What follows belongs to an exercise in optimizing a design on an open flow for small area; a production flow would make more cautious choices. Function was checked by simulation only, so behaviour that the tests miss may differ from the original. Power figures rest on the tool's default switching activity, not on a simulated workload.

==> flow/design.v <==
module stw_mac16 (
    input  wire [15:0] a,
    input  wire [15:0] b,
    input  wire [15:0] c,
    input  wire        k,
    input  wire        s,
    output wire [15:0] y
);
wire [15:0] ak = k ? 16'd0 : a;
wire p1;
wire p2;
wire p3;
wire p4;
wire p5;
wire p6;
wire p7;
wire p8;
wire p9;
wire p10;
wire p11;
wire p12;
wire p13;
wire p14;
wire p15;
wire p16;
wire p17;
wire p18;
wire p19;
wire p20;
wire p21;
wire p22;
wire p23;
wire p24;
wire p25;
wire p26;
wire p27;
wire p28;
wire p29;
wire p30;
wire p31;
wire p32;
wire p33;
wire p34;
wire p35;
wire p36;
wire p37;
wire p38;
wire p39;
wire p40;
wire p41;
wire p42;
wire p43;
wire p44;
wire p45;
wire p46;
wire p47;
wire p48;
wire p49;
wire p50;
wire p51;
wire p52;
wire p53;
wire p54;
wire p55;
wire p56;
wire p57;
wire p58;
wire p59;
wire p60;
wire p61;
wire p62;
wire p63;
wire p64;
wire p65;
wire p66;
wire p67;
wire p68;
wire p69;
wire p70;
wire p71;
wire p72;
wire p73;
wire p74;
wire p75;
wire p76;
wire p77;
wire p78;
wire p79;
wire p80;
wire p81;
wire p82;
wire p83;
wire p84;
wire p85;
wire p86;
wire p87;
wire p88;
wire p89;
wire p90;
wire p91;
wire p92;
wire p93;
wire p94;
wire p95;
wire p96;
wire p97;
wire p98;
wire p99;
wire p100;
wire p101;
wire p102;
wire p103;
wire p104;
wire p105;
wire p106;
wire p107;
wire p108;
wire p109;
wire p110;
wire p111;
wire p112;
wire p113;
wire p114;
wire p115;
wire p116;
wire p117;
wire p118;
wire p119;
wire p120;
wire p121;
wire p122;
wire p123;
wire p124;
wire p125;
wire p126;
wire p127;
wire p128;
wire p129;
wire p130;
wire p131;
wire p132;
wire p133;
wire p134;
wire p135;
wire p136;
wire s137;
wire c138;
wire s139;
wire c140;
wire s141;
wire c142;
wire s143;
wire c144;
wire s145;
wire c146;
wire s147;
wire c148;
wire s149;
wire c150;
wire s151;
wire c152;
wire s153;
wire c154;
wire s155;
wire c156;
wire s157;
wire c158;
wire s159;
wire c160;
wire s161;
wire c162;
wire s163;
wire c164;
wire s165;
wire c166;
wire s167;
wire c168;
wire s169;
wire c170;
wire s171;
wire c172;
wire s173;
wire c174;
wire s175;
wire c176;
wire s177;
wire c178;
wire s179;
wire c180;
wire s181;
wire c182;
wire s183;
wire c184;
wire s185;
wire c186;
wire s187;
wire c188;
wire s189;
wire c190;
wire s191;
wire c192;
wire s193;
wire c194;
wire s195;
wire c196;
wire s197;
wire c198;
wire s199;
wire c200;
wire s201;
wire c202;
wire s203;
wire c204;
wire s205;
wire c206;
wire s207;
wire c208;
wire s209;
wire c210;
wire s211;
wire c212;
wire s213;
wire c214;
wire s215;
wire c216;
wire s217;
wire c218;
wire s219;
wire c220;
wire s221;
wire c222;
wire s223;
wire c224;
wire s225;
wire c226;
wire s227;
wire c228;
wire s229;
wire c230;
wire s231;
wire c232;
wire s233;
wire c234;
wire s235;
wire c236;
wire s237;
wire c238;
wire s239;
wire c240;
wire s241;
wire c242;
wire s243;
wire c244;
wire s245;
wire c246;
wire s247;
wire c248;
wire s249;
wire c250;
wire s251;
wire c252;
wire s253;
wire c254;
wire s255;
wire c256;
wire s257;
wire c258;
wire s259;
wire c260;
wire s261;
wire c262;
wire s263;
wire c264;
wire s265;
wire c266;
wire s267;
wire c268;
wire s269;
wire c270;
wire s271;
wire c272;
wire s273;
wire c274;
wire s275;
wire c276;
wire s277;
wire c278;
wire s279;
wire c280;
wire s281;
wire c282;
wire s283;
wire c284;
wire s285;
wire c286;
wire s287;
wire c288;
wire s289;
wire c290;
wire s291;
wire c292;
wire s293;
wire c294;
wire s295;
wire c296;
wire s297;
wire c298;
wire s299;
wire c300;
wire s301;
wire c302;
wire s303;
wire c304;
wire s305;
wire c306;
wire s307;
wire c308;
wire s309;
wire c310;
wire s311;
wire c312;
wire s313;
wire c314;
wire s315;
wire c316;
wire s317;
wire c318;
wire s319;
wire c320;
wire s321;
wire c322;
wire s323;
wire c324;
wire s325;
wire c326;
wire s327;
wire c328;
wire s329;
wire c330;
wire s331;
wire c332;
wire s333;
wire c334;
wire s335;
wire c336;
wire s337;
wire c338;
wire s339;
wire c340;
wire s341;
wire c342;
wire s343;
wire c344;
wire s345;
wire c346;
wire s347;
wire c348;
wire s349;
wire c350;
wire s351;
wire c352;
wire s353;
wire c354;
wire s355;
wire c356;
wire s357;
wire c358;
wire s359;
wire c360;
wire s361;
wire c362;
wire s363;
wire c364;
wire s365;
wire c366;
wire s367;
wire c368;
wire s369;
wire c370;
wire s371;
wire c372;
wire s373;
wire c374;
wire s375;
wire c376;
wire x377;
wire x378;
wire x379;
wire x380;
wire x381;
wire x382;
wire x383;
wire x384;
wire x385;
wire x386;
wire x387;
wire x388;
wire x389;
wire x390;
wire x391;
wire x392;
wire x393;
wire x394;
wire x395;
wire x396;
wire x397;
wire x398;
wire x399;
wire x400;
wire x401;
wire x402;
wire x403;
wire x404;
wire x405;
wire x406;
wire x407;
assign p1 = k ? s : (a[0] & b[0]);
assign p2 = k ? s : (a[0] & b[1]);
assign p3 = k ? s : (a[0] & b[2]);
assign p4 = k ? s : (a[0] & b[3]);
assign p5 = k ? s : (a[0] & b[4]);
assign p6 = k ? s : (a[0] & b[5]);
assign p7 = k ? s : (a[0] & b[6]);
assign p8 = k ? s : (a[0] & b[7]);
assign p9 = k ? s : (a[0] & b[8]);
assign p10 = k ? s : (a[0] & b[9]);
assign p11 = k ? s : (a[0] & b[10]);
assign p12 = k ? s : (a[0] & b[11]);
assign p13 = k ? s : (a[0] & b[12]);
assign p14 = k ? s : (a[0] & b[13]);
assign p15 = k ? s : (a[0] & b[14]);
assign p16 = k ? s : (a[0] & b[15]);
assign p17 = ak[1] & b[0];
assign p18 = ak[1] & b[1];
assign p19 = ak[1] & b[2];
assign p20 = ak[1] & b[3];
assign p21 = ak[1] & b[4];
assign p22 = ak[1] & b[5];
assign p23 = ak[1] & b[6];
assign p24 = ak[1] & b[7];
assign p25 = ak[1] & b[8];
assign p26 = ak[1] & b[9];
assign p27 = ak[1] & b[10];
assign p28 = ak[1] & b[11];
assign p29 = ak[1] & b[12];
assign p30 = ak[1] & b[13];
assign p31 = ak[1] & b[14];
assign p32 = ak[2] & b[0];
assign p33 = ak[2] & b[1];
assign p34 = ak[2] & b[2];
assign p35 = ak[2] & b[3];
assign p36 = ak[2] & b[4];
assign p37 = ak[2] & b[5];
assign p38 = ak[2] & b[6];
assign p39 = ak[2] & b[7];
assign p40 = ak[2] & b[8];
assign p41 = ak[2] & b[9];
assign p42 = ak[2] & b[10];
assign p43 = ak[2] & b[11];
assign p44 = ak[2] & b[12];
assign p45 = ak[2] & b[13];
assign p46 = ak[3] & b[0];
assign p47 = ak[3] & b[1];
assign p48 = ak[3] & b[2];
assign p49 = ak[3] & b[3];
assign p50 = ak[3] & b[4];
assign p51 = ak[3] & b[5];
assign p52 = ak[3] & b[6];
assign p53 = ak[3] & b[7];
assign p54 = ak[3] & b[8];
assign p55 = ak[3] & b[9];
assign p56 = ak[3] & b[10];
assign p57 = ak[3] & b[11];
assign p58 = ak[3] & b[12];
assign p59 = ak[4] & b[0];
assign p60 = ak[4] & b[1];
assign p61 = ak[4] & b[2];
assign p62 = ak[4] & b[3];
assign p63 = ak[4] & b[4];
assign p64 = ak[4] & b[5];
assign p65 = ak[4] & b[6];
assign p66 = ak[4] & b[7];
assign p67 = ak[4] & b[8];
assign p68 = ak[4] & b[9];
assign p69 = ak[4] & b[10];
assign p70 = ak[4] & b[11];
assign p71 = ak[5] & b[0];
assign p72 = ak[5] & b[1];
assign p73 = ak[5] & b[2];
assign p74 = ak[5] & b[3];
assign p75 = ak[5] & b[4];
assign p76 = ak[5] & b[5];
assign p77 = ak[5] & b[6];
assign p78 = ak[5] & b[7];
assign p79 = ak[5] & b[8];
assign p80 = ak[5] & b[9];
assign p81 = ak[5] & b[10];
assign p82 = ak[6] & b[0];
assign p83 = ak[6] & b[1];
assign p84 = ak[6] & b[2];
assign p85 = ak[6] & b[3];
assign p86 = ak[6] & b[4];
assign p87 = ak[6] & b[5];
assign p88 = ak[6] & b[6];
assign p89 = ak[6] & b[7];
assign p90 = ak[6] & b[8];
assign p91 = ak[6] & b[9];
assign p92 = ak[7] & b[0];
assign p93 = ak[7] & b[1];
assign p94 = ak[7] & b[2];
assign p95 = ak[7] & b[3];
assign p96 = ak[7] & b[4];
assign p97 = ak[7] & b[5];
assign p98 = ak[7] & b[6];
assign p99 = ak[7] & b[7];
assign p100 = ak[7] & b[8];
assign p101 = ak[8] & b[0];
assign p102 = ak[8] & b[1];
assign p103 = ak[8] & b[2];
assign p104 = ak[8] & b[3];
assign p105 = ak[8] & b[4];
assign p106 = ak[8] & b[5];
assign p107 = ak[8] & b[6];
assign p108 = ak[8] & b[7];
assign p109 = ak[9] & b[0];
assign p110 = ak[9] & b[1];
assign p111 = ak[9] & b[2];
assign p112 = ak[9] & b[3];
assign p113 = ak[9] & b[4];
assign p114 = ak[9] & b[5];
assign p115 = ak[9] & b[6];
assign p116 = ak[10] & b[0];
assign p117 = ak[10] & b[1];
assign p118 = ak[10] & b[2];
assign p119 = ak[10] & b[3];
assign p120 = ak[10] & b[4];
assign p121 = ak[10] & b[5];
assign p122 = ak[11] & b[0];
assign p123 = ak[11] & b[1];
assign p124 = ak[11] & b[2];
assign p125 = ak[11] & b[3];
assign p126 = ak[11] & b[4];
assign p127 = ak[12] & b[0];
assign p128 = ak[12] & b[1];
assign p129 = ak[12] & b[2];
assign p130 = ak[12] & b[3];
assign p131 = ak[13] & b[0];
assign p132 = ak[13] & b[1];
assign p133 = ak[13] & b[2];
assign p134 = ak[14] & b[0];
assign p135 = ak[14] & b[1];
assign p136 = ak[15] & b[0];
assign s137 = c[0] ^ p1;
assign c138 = c[0] & p1;
assign s139 = c[1] ^ p2 ^ p17;
assign c140 = (c[1] & p2) | (c[1] & p17) | (p2 & p17);
assign s141 = c138 ^ s139;
assign c142 = c138 & s139;
assign s143 = c[2] ^ p3 ^ p18;
assign c144 = (c[2] & p3) | (c[2] & p18) | (p3 & p18);
assign s145 = p32 ^ c140 ^ s143;
assign c146 = (p32 & c140) | (p32 & s143) | (c140 & s143);
assign s147 = c142 ^ s145;
assign c148 = c142 & s145;
assign s149 = c[3] ^ p4 ^ p19;
assign c150 = (c[3] & p4) | (c[3] & p19) | (p4 & p19);
assign s151 = p33 ^ p46 ^ c144;
assign c152 = (p33 & p46) | (p33 & c144) | (p46 & c144);
assign s153 = s149 ^ c146 ^ s151;
assign c154 = (s149 & c146) | (s149 & s151) | (c146 & s151);
assign s155 = c148 ^ s153;
assign c156 = c148 & s153;
assign s157 = c[4] ^ p5 ^ p20;
assign c158 = (c[4] & p5) | (c[4] & p20) | (p5 & p20);
assign s159 = p34 ^ p47 ^ p59;
assign c160 = (p34 & p47) | (p34 & p59) | (p47 & p59);
assign s161 = c150 ^ s157 ^ s159;
assign c162 = (c150 & s157) | (c150 & s159) | (s157 & s159);
assign s163 = c152 ^ s161 ^ c154;
assign c164 = (c152 & s161) | (c152 & c154) | (s161 & c154);
assign s165 = c156 ^ s163;
assign c166 = c156 & s163;
assign s167 = c[5] ^ p6 ^ p21;
assign c168 = (c[5] & p6) | (c[5] & p21) | (p6 & p21);
assign s169 = p35 ^ p48 ^ p60;
assign c170 = (p35 & p48) | (p35 & p60) | (p48 & p60);
assign s171 = p71 ^ c158 ^ c160;
assign c172 = (p71 & c158) | (p71 & c160) | (c158 & c160);
assign s173 = s167 ^ s169 ^ c162;
assign c174 = (s167 & s169) | (s167 & c162) | (s169 & c162);
assign s175 = s171 ^ s173 ^ c164;
assign c176 = (s171 & s173) | (s171 & c164) | (s173 & c164);
assign s177 = c166 ^ s175;
assign c178 = c166 & s175;
assign s179 = c[6] ^ p7 ^ p22;
assign c180 = (c[6] & p7) | (c[6] & p22) | (p7 & p22);
assign s181 = p36 ^ p49 ^ p61;
assign c182 = (p36 & p49) | (p36 & p61) | (p49 & p61);
assign s183 = p72 ^ p82 ^ c168;
assign c184 = (p72 & p82) | (p72 & c168) | (p82 & c168);
assign s185 = c170 ^ s179 ^ s181;
assign c186 = (c170 & s179) | (c170 & s181) | (s179 & s181);
assign s187 = c172 ^ s183 ^ s185;
assign c188 = (c172 & s183) | (c172 & s185) | (s183 & s185);
assign s189 = c174 ^ s187 ^ c176;
assign c190 = (c174 & s187) | (c174 & c176) | (s187 & c176);
assign s191 = c178 ^ s189;
assign c192 = c178 & s189;
assign s193 = c[7] ^ p8 ^ p23;
assign c194 = (c[7] & p8) | (c[7] & p23) | (p8 & p23);
assign s195 = p37 ^ p50 ^ p62;
assign c196 = (p37 & p50) | (p37 & p62) | (p50 & p62);
assign s197 = p73 ^ p83 ^ p92;
assign c198 = (p73 & p83) | (p73 & p92) | (p83 & p92);
assign s199 = c180 ^ c182 ^ s193;
assign c200 = (c180 & c182) | (c180 & s193) | (c182 & s193);
assign s201 = s195 ^ s197 ^ c184;
assign c202 = (s195 & s197) | (s195 & c184) | (s197 & c184);
assign s203 = c186 ^ s199 ^ s201;
assign c204 = (c186 & s199) | (c186 & s201) | (s199 & s201);
assign s205 = c188 ^ s203 ^ c190;
assign c206 = (c188 & s203) | (c188 & c190) | (s203 & c190);
assign s207 = c192 ^ s205;
assign c208 = c192 & s205;
assign s209 = c[8] ^ p9 ^ p24;
assign c210 = (c[8] & p9) | (c[8] & p24) | (p9 & p24);
assign s211 = p38 ^ p51 ^ p63;
assign c212 = (p38 & p51) | (p38 & p63) | (p51 & p63);
assign s213 = p74 ^ p84 ^ p93;
assign c214 = (p74 & p84) | (p74 & p93) | (p84 & p93);
assign s215 = p101 ^ c194 ^ c196;
assign c216 = (p101 & c194) | (p101 & c196) | (c194 & c196);
assign s217 = c198 ^ s209 ^ s211;
assign c218 = (c198 & s209) | (c198 & s211) | (s209 & s211);
assign s219 = s213 ^ c200 ^ s215;
assign c220 = (s213 & c200) | (s213 & s215) | (c200 & s215);
assign s221 = s217 ^ c202 ^ s219;
assign c222 = (s217 & c202) | (s217 & s219) | (c202 & s219);
assign s223 = c204 ^ s221 ^ c206;
assign c224 = (c204 & s221) | (c204 & c206) | (s221 & c206);
assign s225 = c208 ^ s223;
assign c226 = c208 & s223;
assign s227 = c[9] ^ p10 ^ p25;
assign c228 = (c[9] & p10) | (c[9] & p25) | (p10 & p25);
assign s229 = p39 ^ p52 ^ p64;
assign c230 = (p39 & p52) | (p39 & p64) | (p52 & p64);
assign s231 = p75 ^ p85 ^ p94;
assign c232 = (p75 & p85) | (p75 & p94) | (p85 & p94);
assign s233 = p102 ^ p109 ^ c210;
assign c234 = (p102 & p109) | (p102 & c210) | (p109 & c210);
assign s235 = c212 ^ c214 ^ s227;
assign c236 = (c212 & c214) | (c212 & s227) | (c214 & s227);
assign s237 = s229 ^ s231 ^ c216;
assign c238 = (s229 & s231) | (s229 & c216) | (s231 & c216);
assign s239 = c218 ^ s233 ^ s235;
assign c240 = (c218 & s233) | (c218 & s235) | (s233 & s235);
assign s241 = c220 ^ s237 ^ s239;
assign c242 = (c220 & s237) | (c220 & s239) | (s237 & s239);
assign s243 = c222 ^ s241 ^ c224;
assign c244 = (c222 & s241) | (c222 & c224) | (s241 & c224);
assign s245 = c226 ^ s243;
assign c246 = c226 & s243;
assign s247 = c[10] ^ p11 ^ p26;
assign c248 = (c[10] & p11) | (c[10] & p26) | (p11 & p26);
assign s249 = p40 ^ p53 ^ p65;
assign c250 = (p40 & p53) | (p40 & p65) | (p53 & p65);
assign s251 = p76 ^ p86 ^ p95;
assign c252 = (p76 & p86) | (p76 & p95) | (p86 & p95);
assign s253 = p103 ^ p110 ^ p116;
assign c254 = (p103 & p110) | (p103 & p116) | (p110 & p116);
assign s255 = c228 ^ c230 ^ c232;
assign c256 = (c228 & c230) | (c228 & c232) | (c230 & c232);
assign s257 = s247 ^ s249 ^ s251;
assign c258 = (s247 & s249) | (s247 & s251) | (s249 & s251);
assign s259 = s253 ^ c234 ^ c236;
assign c260 = (s253 & c234) | (s253 & c236) | (c234 & c236);
assign s261 = s255 ^ s257 ^ c238;
assign c262 = (s255 & s257) | (s255 & c238) | (s257 & c238);
assign s263 = c240 ^ s259 ^ s261;
assign c264 = (c240 & s259) | (c240 & s261) | (s259 & s261);
assign s265 = c242 ^ s263 ^ c244;
assign c266 = (c242 & s263) | (c242 & c244) | (s263 & c244);
assign s267 = c246 ^ s265;
assign c268 = c246 & s265;
assign s269 = c[11] ^ p12 ^ p27;
assign c270 = (c[11] & p12) | (c[11] & p27) | (p12 & p27);
assign s271 = p41 ^ p54 ^ p66;
assign c272 = (p41 & p54) | (p41 & p66) | (p54 & p66);
assign s273 = p77 ^ p87 ^ p96;
assign c274 = (p77 & p87) | (p77 & p96) | (p87 & p96);
assign s275 = p104 ^ p111 ^ p117;
assign c276 = (p104 & p111) | (p104 & p117) | (p111 & p117);
assign s277 = p122 ^ c248 ^ c250;
assign c278 = (p122 & c248) | (p122 & c250) | (c248 & c250);
assign s279 = c252 ^ c254 ^ s269;
assign c280 = (c252 & c254) | (c252 & s269) | (c254 & s269);
assign s281 = s271 ^ s273 ^ s275;
assign c282 = (s271 & s273) | (s271 & s275) | (s273 & s275);
assign s283 = c256 ^ c258 ^ s277;
assign c284 = (c256 & c258) | (c256 & s277) | (c258 & s277);
assign s285 = s279 ^ s281 ^ c260;
assign c286 = (s279 & s281) | (s279 & c260) | (s281 & c260);
assign s287 = s283 ^ c262 ^ s285;
assign c288 = (s283 & c262) | (s283 & s285) | (c262 & s285);
assign s289 = c264 ^ s287 ^ c266;
assign c290 = (c264 & s287) | (c264 & c266) | (s287 & c266);
assign s291 = c268 ^ s289;
assign c292 = c268 & s289;
assign s293 = c[12] ^ p13 ^ p28;
assign c294 = (c[12] & p13) | (c[12] & p28) | (p13 & p28);
assign s295 = p42 ^ p55 ^ p67;
assign c296 = (p42 & p55) | (p42 & p67) | (p55 & p67);
assign s297 = p78 ^ p88 ^ p97;
assign c298 = (p78 & p88) | (p78 & p97) | (p88 & p97);
assign s299 = p105 ^ p112 ^ p118;
assign c300 = (p105 & p112) | (p105 & p118) | (p112 & p118);
assign s301 = p123 ^ p127 ^ c270;
assign c302 = (p123 & p127) | (p123 & c270) | (p127 & c270);
assign s303 = c272 ^ c274 ^ c276;
assign c304 = (c272 & c274) | (c272 & c276) | (c274 & c276);
assign s305 = s293 ^ s295 ^ s297;
assign c306 = (s293 & s295) | (s293 & s297) | (s295 & s297);
assign s307 = s299 ^ c278 ^ c280;
assign c308 = (s299 & c278) | (s299 & c280) | (c278 & c280);
assign s309 = c282 ^ s301 ^ s303;
assign c310 = (c282 & s301) | (c282 & s303) | (s301 & s303);
assign s311 = s305 ^ c284 ^ s307;
assign c312 = (s305 & c284) | (s305 & s307) | (c284 & s307);
assign s313 = s309 ^ c286 ^ s311;
assign c314 = (s309 & c286) | (s309 & s311) | (c286 & s311);
assign s315 = c288 ^ s313 ^ c290;
assign c316 = (c288 & s313) | (c288 & c290) | (s313 & c290);
assign s317 = c292 ^ s315;
assign c318 = c292 & s315;
assign s319 = c[13] ^ p14 ^ p29;
assign c320 = (c[13] & p14) | (c[13] & p29) | (p14 & p29);
assign s321 = p43 ^ p56 ^ p68;
assign c322 = (p43 & p56) | (p43 & p68) | (p56 & p68);
assign s323 = p79 ^ p89 ^ p98;
assign c324 = (p79 & p89) | (p79 & p98) | (p89 & p98);
assign s325 = p106 ^ p113 ^ p119;
assign c326 = (p106 & p113) | (p106 & p119) | (p113 & p119);
assign s327 = p124 ^ p128 ^ p131;
assign c328 = (p124 & p128) | (p124 & p131) | (p128 & p131);
assign s329 = c294 ^ c296 ^ c298;
assign c330 = (c294 & c296) | (c294 & c298) | (c296 & c298);
assign s331 = c300 ^ s319 ^ s321;
assign c332 = (c300 & s319) | (c300 & s321) | (s319 & s321);
assign s333 = s323 ^ s325 ^ s327;
assign c334 = (s323 & s325) | (s323 & s327) | (s325 & s327);
assign s335 = c302 ^ c304 ^ c306;
assign c336 = (c302 & c304) | (c302 & c306) | (c304 & c306);
assign s337 = s329 ^ s331 ^ s333;
assign c338 = (s329 & s331) | (s329 & s333) | (s331 & s333);
assign s339 = c308 ^ c310 ^ s335;
assign c340 = (c308 & c310) | (c308 & s335) | (c310 & s335);
assign s341 = s337 ^ c312 ^ s339;
assign c342 = (s337 & c312) | (s337 & s339) | (c312 & s339);
assign s343 = c314 ^ s341 ^ c316;
assign c344 = (c314 & s341) | (c314 & c316) | (s341 & c316);
assign s345 = c318 ^ s343;
assign c346 = c318 & s343;
assign s347 = c[14] ^ p15 ^ p30;
assign c348 = (c[14] & p15) | (c[14] & p30) | (p15 & p30);
assign s349 = p44 ^ p57 ^ p69;
assign c350 = (p44 & p57) | (p44 & p69) | (p57 & p69);
assign s351 = p80 ^ p90 ^ p99;
assign c352 = (p80 & p90) | (p80 & p99) | (p90 & p99);
assign s353 = p107 ^ p114 ^ p120;
assign c354 = (p107 & p114) | (p107 & p120) | (p114 & p120);
assign s355 = p125 ^ p129 ^ p132;
assign c356 = (p125 & p129) | (p125 & p132) | (p129 & p132);
assign s357 = p134 ^ c320 ^ c322;
assign c358 = (p134 & c320) | (p134 & c322) | (c320 & c322);
assign s359 = c324 ^ c326 ^ c328;
assign c360 = (c324 & c326) | (c324 & c328) | (c326 & c328);
assign s361 = s347 ^ s349 ^ s351;
assign c362 = (s347 & s349) | (s347 & s351) | (s349 & s351);
assign s363 = s353 ^ s355 ^ c330;
assign c364 = (s353 & s355) | (s353 & c330) | (s355 & c330);
assign s365 = c332 ^ c334 ^ s357;
assign c366 = (c332 & c334) | (c332 & s357) | (c334 & s357);
assign s367 = s359 ^ s361 ^ c336;
assign c368 = (s359 & s361) | (s359 & c336) | (s361 & c336);
assign s369 = s363 ^ c338 ^ s365;
assign c370 = (s363 & c338) | (s363 & s365) | (c338 & s365);
assign s371 = c340 ^ s367 ^ s369;
assign c372 = (c340 & s367) | (c340 & s369) | (s367 & s369);
assign s373 = c342 ^ s371 ^ c344;
assign c374 = (c342 & s371) | (c342 & c344) | (s371 & c344);
assign s375 = c346 ^ s373;
assign c376 = c346 & s373;
assign x377 = c[15] ^ p16;
assign x378 = p31 ^ p45;
assign x379 = p58 ^ p70;
assign x380 = p81 ^ p91;
assign x381 = p100 ^ p108;
assign x382 = p115 ^ p121;
assign x383 = p126 ^ p130;
assign x384 = p133 ^ p135;
assign x385 = p136 ^ x377;
assign x386 = x378 ^ x379;
assign x387 = x380 ^ x381;
assign x388 = x382 ^ x383;
assign x389 = x384 ^ c348;
assign x390 = c350 ^ c352;
assign x391 = c354 ^ c356;
assign x392 = x385 ^ x386;
assign x393 = x387 ^ x388;
assign x394 = x389 ^ x390;
assign x395 = x391 ^ x392;
assign x396 = x393 ^ c358;
assign x397 = c360 ^ c362;
assign x398 = x394 ^ x395;
assign x399 = x396 ^ x397;
assign x400 = c364 ^ x398;
assign x401 = c366 ^ x399;
assign x402 = x400 ^ x401;
assign x403 = c368 ^ c370;
assign x404 = x402 ^ x403;
assign x405 = c372 ^ x404;
assign x406 = x405 ^ c374;
assign x407 = x406 ^ c376;
assign y = {x407, s375, s345, s317, s291, s267, s245, s225, s207, s191, s177, s165, s155, s147, s141, s137};
endmodule
module traditional_systolic_stw
#(
    parameter ROWS = 4,
    parameter COLS = 4,
    parameter WORD_SIZE = 16
) (
    input  wire                              clk,
    input  wire                              rst,
    input  wire                              ctl_stat_bit_in,
    input  wire                              ctl_dummy_fsm_op2_select_in,
    input  wire                              ctl_dummy_fsm_out_select_in,
    input  wire [(ROWS * COLS * 2) - 1:0]    fault_inject_bus,
    input  wire [WORD_SIZE-1:0]              STW_mult_op1,
    input  wire [WORD_SIZE-1:0]              STW_mult_op2,
    input  wire [WORD_SIZE-1:0]              STW_add_op,
    input  wire [WORD_SIZE-1:0]              STW_expected,
    input  wire                              STW_test_load_en,
    input  wire                              STW_start,
    output wire                              STW_complete_out,
    output wire [(ROWS*COLS)-1:0]            STW_result_mat,
    input  wire [ROWS * WORD_SIZE - 1: 0]    left_in_bus,
    input  wire [COLS * WORD_SIZE - 1: 0]    top_in_bus,
    output wire [COLS * WORD_SIZE - 1: 0]    bottom_out_bus,
    output wire [ROWS * WORD_SIZE - 1: 0]    right_out_bus
);
localparam W = WORD_SIZE;
reg          stw_busy;           
reg  [W-1:0] stw_op1;
reg  [W-1:0] stw_op2;
reg  [W-1:0] stw_d;              
always @(posedge clk or posedge rst) begin
    if (rst)
        stw_busy <= 1'b0;
    else
        stw_busy <= ~stw_busy & STW_start;
end
always @(posedge clk or posedge rst) begin
    if (rst) begin
        stw_op1 <= {W{1'b0}};
        stw_op2 <= {W{1'b0}};
        stw_d   <= {W{1'b0}};
    end else if (STW_test_load_en) begin
        stw_op1 <= STW_mult_op1;
        stw_op2 <= STW_mult_op2;
        stw_d   <= STW_add_op - STW_expected;
    end
end
assign STW_complete_out = ~stw_busy;
wire [W-1:0] stw_sum;            
wire eq_prod = (stw_sum == {W{1'b0}});
wire eq_sa0  = (stw_d == {W{1'b0}});
wire eq_sa1  = (stw_d == {{(W-1){1'b0}}, 1'b1});
wire [ROWS*COLS*W-1:0] left_bus;      
wire [ROWS*COLS*W-1:0] bottom_bus;    
genvar r, c;
generate
for (r = 0; r < ROWS; r = r + 1) begin : row
    assign right_out_bus[r*W +: W] = left_bus[(r*COLS + COLS-1)*W +: W];
    for (c = 0; c < COLS; c = c + 1) begin : col
        wire [W-1:0] left_d;
        wire [W-1:0] top_d;
        if (c == 0) begin : lin
            assign left_d = left_in_bus[r*W +: W];
        end else begin : lpe
            assign left_d = left_bus[(r*COLS + c-1)*W +: W];
        end
        if (r == 0) begin : tin
            assign top_d = top_in_bus[c*W +: W];
        end else begin : tpe
            assign top_d = bottom_bus[((r-1)*COLS + c)*W +: W];
        end
        wire [1:0]   f      = fault_inject_bus[2*(c*ROWS + r) +: 2];
        reg [W-1:0] left_reg, top_reg, stat_reg, acc;
        reg         result;
        wire [W-1:0] mac_y;
        if (r == 0 && c == 0) begin : lend
            wire [W-1:0] a  = stw_busy ? stw_op1 : left_reg;
            wire [W-1:0] b  = stw_busy ? stw_op2 : (ctl_stat_bit_in ? stat_reg : top_reg);
            wire [W-1:0] ad = stw_busy ? stw_d   : (ctl_stat_bit_in ? top_reg : acc);
            stw_mac16 u_mac (.a(a), .b(b), .c(ad), .k(f[0] & ~stw_busy), .s(f[1]), .y(mac_y));
            assign stw_sum = mac_y;
            always @(posedge clk or posedge rst) begin
                if (rst)
                    acc <= {W{1'b0}};
                else if (!stw_busy)
                    acc <= mac_y;
            end
        end else begin : plain
            wire [W-1:0] b  = ctl_stat_bit_in ? stat_reg : top_reg;
            wire [W-1:0] ad = (ctl_stat_bit_in & ~stw_busy) ? top_reg : acc;
            stw_mac16 u_mac (.a(left_reg), .b(b), .c(ad), .k(f[0] | stw_busy),
                             .s(f[1] & ~stw_busy), .y(mac_y));
            always @(posedge clk or posedge rst) begin
                if (rst)
                    acc <= {W{1'b0}};
                else
                    acc <= mac_y;
            end
        end
        always @(posedge clk or posedge rst) begin
            if (rst) begin
                left_reg <= {W{1'b0}};
                top_reg  <= {W{1'b0}};
            end else if (!stw_busy) begin
                left_reg <= left_d;
                top_reg  <= top_d;
            end
        end
        always @(posedge clk or posedge rst) begin
            if (rst)
                stat_reg <= {W{1'b0}};
            else if (ctl_dummy_fsm_op2_select_in)
                stat_reg <= top_d;
        end
        always @(posedge clk or posedge rst) begin
            if (rst)
                result <= 1'b1;
            else if (stw_busy)
                result <= f[0] ? (f[1] ? eq_sa1 : eq_sa0) : eq_prod;
        end
        assign left_bus[(r*COLS + c)*W +: W]   = left_reg;
        assign bottom_bus[(r*COLS + c)*W +: W] = ctl_dummy_fsm_out_select_in ? acc : top_reg;
        assign STW_result_mat[r*COLS + c] = result;
        if (r == ROWS-1) begin : bout
            assign bottom_out_bus[c*W +: W] = bottom_bus[(r*COLS + c)*W +: W];
        end
    end
end
endgenerate
endmodule
==> flow/run.sh <==
#!/bin/bash
# synth_recipe.tcl (not shown) runs the flow's synth.tcl, then flattens the netlist and writes it again
# the make line also repeats each setting of config.mk as NAME=value (left out here)
make -C /OpenROAD-flow-scripts/flow DESIGN_CONFIG=/design/flow/config.mk WORK_HOME=/design/flow/orfs CLKGATE_MAP_FILE= SYNTH_SCRIPT=/design/flow/synth_recipe.tcl finish
==> flow/config.mk <==
export PLATFORM = sky130hd
export DESIGN_NAME = traditional_systolic_stw
export DESIGN_NICKNAME = traditional_systolic_stw
export VERILOG_FILES = /design/flow/design.v
export SDC_FILE = /design/flow/constraint.sdc
export NUM_CORES = 4
export LEC_CHECK = 0
export CAP_MARGIN = 20
export CORE_MARGIN = 2
export CORE_UTILIZATION = 40
export GPL_ROUTABILITY_DRIVEN = 1
export SLEW_MARGIN = 20
==> flow/constraint.sdc <==
create_clock -name core_clock -period 16.0 [get_ports {clk}]
set_input_delay 3.2000 -clock core_clock [delete_from_list [all_inputs] [get_ports {clk}]]
set_output_delay 3.2000 -clock core_clock [all_outputs]
set_load 0.01 [all_outputs]
==> flow_metrics.env <==
export IMPL_wl_um=328000
export IMPL_cts_clk_slew_worst_paths_ns=0.06
export IMPL_cts_setup_buffers=0
export IMPL_ff2ff_path_depth=29
export IMPL_status="complete, no violations"
export IMPL_drtAntennaViolNets=0
export IMPL_grt_pass1_vias=83100
export IMPL_fp_dieArea_um2=279000
export IMPL_hold_viol=0
export IMPL_fin_skew_ns=0.0409
export IMPL_antenna_found_initial=8
export IMPL_min_period_ns=12.84
export IMPL_drt_iter0_drc=5110
export IMPL_drv_cap=0
export IMPL_fin_crit_sh=0.803
export IMPL_clock_sink_count=1089
export IMPL_power_frac_clock=0.108
export IMPL_multi_input_area_um2=73300
export IMPL_grt_usage=0.242
export IMPL_core_um2=274000
export IMPL_p_sw_frac=0.476
export IMPL_synthDominantCellAreaShare=0.306
export IMPL_layout_common_cells="inv_1 (1741), fa_1 (1681), mux2_2 (1221)"
export IMPL_ys_seq_area_frac=0.248
export IMPL_syn_cell_area_um2=110000
export IMPL_yosysWarnings=1
export IMPL_syn_to_final_growth_pct=10.5
export IMPL_cp_num_buf_inv=4
export IMPL_final_common_cell="inv_1"
export IMPL_cpMostUsedCell="fa_1"
export IMPL_ctsLongestPathBuffers=3
export IMPL_wl_per_cell_um=23.0
export IMPL_drive_gt1_frac=0.166
export IMPL_p_int_w=0.0155
export IMPL_syn_avg_cell_area_um2=10.5
export IMPL_start_kind="primary input"
export IMPL_slowest_delay_ns=0.55
export IMPL_syn_inst=10500
export IMPL_hpwl_um=259000
export IMPL_h_tree_depth=4
export IMPL_crit_path_end_kind="register"
export IMPL_overflow=0
export IMPL_synth_top_area_cell="fa_1"
export IMPL_ir_drop_mv=0.203
export IMPL_ys_seq_elements=1089
export IMPL_switchingPower_w=0.0141
export IMPL_grt_max_degree=144
export IMPL_die_h_um=529
export IMPL_crit_type="in -> reg"
export IMPL_rsz0062_at_grt="false"
export IMPL_worst_endpoint_required_ns=16.71
export IMPL_cts_buffers=135
export IMPL_num_rows=192
export IMPL_ctsResizeCount=0
export IMPL_power_share_sequential=0.174
export IMPL_hold_depth=1
export IMPL_cpLargestDelayFamily="adder cells"
export IMPL_async_flop_share=1.00
export IMPL_grt_pass1_wl_um=514000
export IMPL_slowest_stage="nand3_1"
export IMPL_drc=0
export IMPL_power_w=0.0296
export IMPL_drv_slew=0
export IMPL_fin_hold_ws_ns=0.500
export IMPL_hold_path_class="reg -> reg"
export IMPL_gp_congestion=0.946
export IMPL_die_w_um=529
export IMPL_power_leakage_nw=54.8
export IMPL_viasPerCell=5.21
export IMPL_start_util=0.402
export IMPL_comb_power_share=0.718
export IMPL_power_density_nw_per_um2=243
export IMPL_syn_nets=12600
export IMPL_fin_nets=12800
export IMPL_critical_path_arrival_ns=13.55
export IMPL_cts_tree="built"
export IMPL_fmax_mhz=77.9
export IMPL_vias=74400
export IMPL_setup_viol=0
export IMPL_io_buffers=375
export IMPL_clk_insertion_delay_late_ns=0.83
export IMPL_ys_flop_type="dfrtp_1"
export IMPL_register_area_um2=27300
export IMPL_synth_edf_count=0
export IMPL_first_pass_iters=5
export IMPL_tightestPinTransition_ns=1.11
export IMPL_crit_cells=29
export IMPL_netlist_top_cells_area="fa_1 (31%), dfrtp_1 (24%), mux2_2 (12%)"
export IMPL_nFillCells=25800
export IMPL_post_synth_num_cell_types=71
export IMPL_ios=376
export IMPL_slew_headroom=0.238
export IMPL_path_max_fanout=16
export IMPL_cts_root_buf="clkbuf_16"
export IMPL_cts_hold_buffers=0
## routing by layer
| metal | up-vias | share of wire | track usage |
|---|---|---|---|
| met2 | 2346 | 0.48 | 0.399 |
| met1 | 39100 | 0.42 | 0.325 |
| met5 | - | 0.00015 | 0 |
| met4 | 8 | 0.032 | 0.0717 |
| li1 | 32500 | - | - |
| met3 | 514 | 0.063 | 0.0415 |
## logic make-up after synthesis
family	count (synthesis)	share of synthesized area
simple gates	2525	0.101
buf+inv	2311	0.0866
fa+ha+maj	1936	0.335
mux	1647	0.164
flops	1089	0.248
xor+xnor	519	0.0416
compound gates	425	0.0241
## power by group through the flow
| stage | combinational [W] | clock [W] | sequential (W) |
|---|---|---|---|
| 6_report | 0.0212 | 0.00318 | 0.00516 |
| 5_1_grt | 0.0246 | 0.00338 | 0.00527 |
| 4_1_cts | 0.0217 | 0.00327 | 0.00515 |
| 3_5_place_dp | 0.0214 | 0 | 0.00519 |
| 3_3_place_gp | 0.0211 | 0 | 0.00516 |
| 2_1_floorplan | 0.0158 | 0 | 0.00461 |
## cell usage after synthesis (all sizes together) (18+ instances only)
cell type and instances:
inv 1743, fa 1681, mux2 1224, nor2 1109, dfrtp 1073, nand2 693
xnor2 434, mux2i 423, buf 303, clkbuf 258, ha 255, nand3 190
nor2b 161, o21ai 140, and3 116, a21oi 109, a21o 107, xor2 83
nand2b 82, or2 75, and2 71, o21a 18
## per-stage QoR
step | cells | TNS (ns) | setup slack [ns] | instance area [µm²] | utilization
after floorplan | 10500 | -2371.40 | -2.21 | 110000 | -
after global placement | 14000 | 0 | 2.37 | 117000 | 0.428
after detailed placement | 14000 | 0 | 2.32 | 117000 | 0.428
after CTS | 14300 | 0 | 3.17 | 122000 | 0.444
after global routing | 14300 | 0 | 2.68 | 122000 | 0.444
final | 14300 | 0 | 3.16 | 122000 | 0.444
## cell type report
type                       instances  share of cell area
antenna                            1           0.0000206
clock buffer                     195              0.0321
clock inverter                    49             0.00526
inverter                        1743              0.0539
multi-input combinational       7052               0.603
sequential                      1089               0.224
tap                             3589              0.0369
timing repair buffer             575              0.0442
## worst paths after layout
check	startpoint	to	slack, ns
max in group asynchronous	rst	row[3].col[3].stat_reg[4]	9.81
worst max-delay path	fault_inject_bus[0]	row[3].col[0].result	3.16
worst min-delay path	row[2].col[0].stat_reg[11]	row[2].col[0].stat_reg[11]	0.50
worst max register to register	stw_busy	row[3].col[0].result	4.77
worst min register to register	row[2].col[0].stat_reg[11]	row[2].col[0].stat_reg[11]	0.50
min in group asynchronous	rst	row[0].col[3].left_reg[8]	3.05
## worst reg2reg max path, delay by kind of cell, from the launching register on
family                   cells  cell delay [ns]
multiplexers                 1             0.29
XOR/XNOR                     6             1.09
buffers and inverters        4             0.98
flip-flops                   1             0.84
adder cells (fa/ha/maj)     14             6.42
AND/OR/NAND/NOR              2             0.54
AO/OA/AOI/OAI                2             0.97

==> re-timing with driven ports <==
The results above use ideal ports. As a check the final layout listed here was re-extracted and re-timed, cells and wires unchanged. Step 1, drivers: a clkbuf_16 drives clk and a buf_2 each remaining input, both assumed. Step 2 times the ports against the registers' clock, not the clock port: input delays grow and output delays shrink by t, the midpoint of the rising clock arrivals with the driver on. a / b / c = ideal / step 1 / step 2; a / b = the first two.
t, ns: 0.899
setup slack, ns: 3.157 / 3.218 / 2.320
pins driven straight from the clock port: 1
After both steps this run still meets setup and hold. The setup slack of this run moves by +0.061 ns with the drivers and by -0.837 ns with both steps.
